This design comes from an exercise in tuning for small area and a short achievable clock period on the open sky130 flow, not from production work. The RTL was checked by simulation tests, not by an equivalence proof against the original design. No activity file was given, so power comes from the tool's default toggle rates.

== P ==
Design RISC_TOY_SYS, start of the top module:
module RISC_TOY_SYS (
    input  wire          CLK,
    input  wire          RSTN,
    output wire          IREQ,
    output wire [29:0]   IADDR,
    input  wire [31:0]   INSTR,
    output wire          DREQ,
    output wire [1:0]    DRW,
    output wire [29:0]   DADDR,
    output wire [31:0]   DWDATA,
    input  wire [31:0]   DRDATA,
    output wire [31:0]   CONSIG,
    input  wire [31:0]   IPIN,
    output wire [31:0]   IPOUT
);
Size: about 1800 flip-flops, ~90000 um2 of cells after synthesis.
clock: 14.0 ns
lec_check: 0
cap_margin: 25
core_margin: 2
core_utilization: 55
cts_buf_list: sky130_fd_sc_hd__clkbuf_8
cts_cluster_diameter: 80
cts_cluster_size: 14
setup_slack_margin: 0.2
slew_margin: 25
standard.sh (not shown) runs the stock make flow with config.mk's settings and CLKGATE_MAP_FILE= SYNTH_SCRIPT=/design/flow/synth_recipe.tcl, a recipe that flattens the netlist after the stock synthesis.
==> flow/flow/run.sh <==
#!/bin/bash
# Own flow for RISC_TOY_SYS. Runs in the standard flow's work folder (design.v,
# config.mk, standard.sh, synth_recipe.tcl, flow/, out/).
#  1. design_gl.v: design.v with three combinational modules replaced by
#     gate-level ones (flow/gen_gl.py): the register file's read selector
#     (RFREAD, an a222oi AND-OR tree), the EX operand selector's last gate
#     (OPMUX, a21o) and the shifter (SHIFT32, mux2/mux2i). They have no
#     registers, so the registers are the standard synthesis's.
#  2. Synthesis is synth_recipe.tcl with the ABC pass called through a Tcl
#     proc (same arguments; the script is flow/abc.script if present).
#  3. the standard layout (standard.sh) with small port buffers
#     (buf_2) instead of buffer_ports' default delay cells, and repair_timing
#     aimed below the clock period (the SDC is unchanged); clock tree
#     synthesis without dummy loads; timing repaired after global routing
#     only (not after clock tree synthesis); RSTN and IREQ pins side by side
#     (flow/io.tcl).
# Each tool's output goes to a log file of its own here.
set -euo pipefail
W=$(pwd)
python3 flow/gen_gl.py "$W/rfread_gl.v" > gen_gl.log 2>&1
python3 - "$W/design.v" "$W/rfread_gl.v" "$W/design_gl.v" > design_gl.log 2>&1 <<'PY'
import re, sys
src = open(sys.argv[1]).read()
gl = open(sys.argv[2]).read()
for m in ("RFREAD", "OPMUX", "SHIFT32"):
    pat = re.compile(r"\bmodule\s+" + m + r"\b.*?\bendmodule\b", re.S)
    assert len(pat.findall(src)) == 1, m + " not found exactly once"
    src = pat.sub("", src)
open(sys.argv[3], "w").write(src + "\n" + gl)
print("design_gl.v written")
PY
# ABC: ORFS's script, or flow/abc.script when there is one
if [[ -f flow/abc.script ]]; then
  ABCP="set i [lsearch \$args -script]; if {\$i >= 0} { lset args [expr {\$i+1}] $W/flow/abc.script }; "
else
  ABCP=""
fi
{
  echo 'proc synth {args} { yosys synth -nofsm -noshare {*}$args }'
  echo "proc abc {args} { ${ABCP}yosys abc {*}\$args }"
  tail -n +2 synth_recipe.tcl
} > my_synth.tcl
bash standard.sh \
  "VERILOG_FILES=$W/design_gl.v" \
  "SYNTH_SCRIPT=$W/my_synth.tcl" \
  "BUFFER_PORTS_ARGS=-buffer_cell sky130_fd_sc_hd__buf_2" \
  "SETUP_SLACK_MARGIN=8.45" \
  "SKIP_CTS_REPAIR_TIMING=1" \
  "IO_CONSTRAINTS=$W/flow/io.tcl" \
  "CTS_ARGS=-sink_clustering_enable -repair_clock_nets -sink_clustering_size 14 -sink_clustering_max_diameter 80 -buf_list sky130_fd_sc_hd__clkbuf_8 -dont_use_dummy_load" \
  finish > standard_flow.log 2>&1
Other scripts of this flow, unchanged in this note and not shown: flow/flow/gen_gl.py, flow/flow/io.tcl
Inputs modified between P and Q:
-- flow/flow/run.sh --
<<< P, line 13
#     aimed below the clock period (the SDC is unchanged); clock tree
#     synthesis without dummy loads; timing repaired after global routing
#     only (not after clock tree synthesis); RSTN and IREQ pins side by side
#     (flow/io.tcl).
>>> Q, line 13
#     aimed below the clock period (the SDC is unchanged); clock tree
#     synthesis without dummy loads; RSTN and IREQ pins side by side
#     (flow/io.tcl).
<<< P, line 46
  "BUFFER_PORTS_ARGS=-buffer_cell sky130_fd_sc_hd__buf_2" \
  "SETUP_SLACK_MARGIN=8.45" \
  "SKIP_CTS_REPAIR_TIMING=1" \
  "IO_CONSTRAINTS=$W/flow/io.tcl" \
>>> Q, line 45
  "BUFFER_PORTS_ARGS=-buffer_cell sky130_fd_sc_hd__buf_2" \
  "SETUP_SLACK_MARGIN=8.4" \
  "IO_CONSTRAINTS=$W/flow/io.tcl" \
### Flow results
Worst-case reg-to-reg path depth: Q higher than P
Cmp Q vs P: slew at the pin closest to its max-slew limit lower in Q
For worst setup slack, P and Q come out practically identical.
[compare] base=P new=Q: sequential share of layout area now sits at about the same level, relative contribution of combinational cells to total power now sits at about the same level, clock power now sits at about the same level, share of the cycle needed by the critical path after routing now sits at about the same level, area of the die now sits at about the same level.
The run showing the greater average wire per standard cell is Q.

## port drivers added, routing unchanged
How much do the figures lean on ideal ports? The routed layouts below were timed once more, with nothing changed but the port constraints.
Step 1: set_driving_cell puts a clkbuf_16 on CLK and a buf_2 on each other input, an assumption about the parent block.
Step 2 times the ports against the registers' clock, not the clock port: input delays grow and output delays shrink by t, the midpoint of the rising clock arrivals with the driver on.
Slacks: ideal / step 1 / step 2; pairs: ideal / step 1.
run | shift t [ns] | setup slack, ns | worst setup path at the end | worst slew at a driven data input, ns
P | 1.022 | 8.189 / 7.718 / 7.256 | input to register | 0.61
Q | 1.026 | 8.189 / 7.921 / 7.290 | input to register | 0.35
After both steps setup and hold are still met in every run listed. The setup slack of P, which loses most, moves by -0.471 ns with the drivers and by -0.933 ns with both steps.
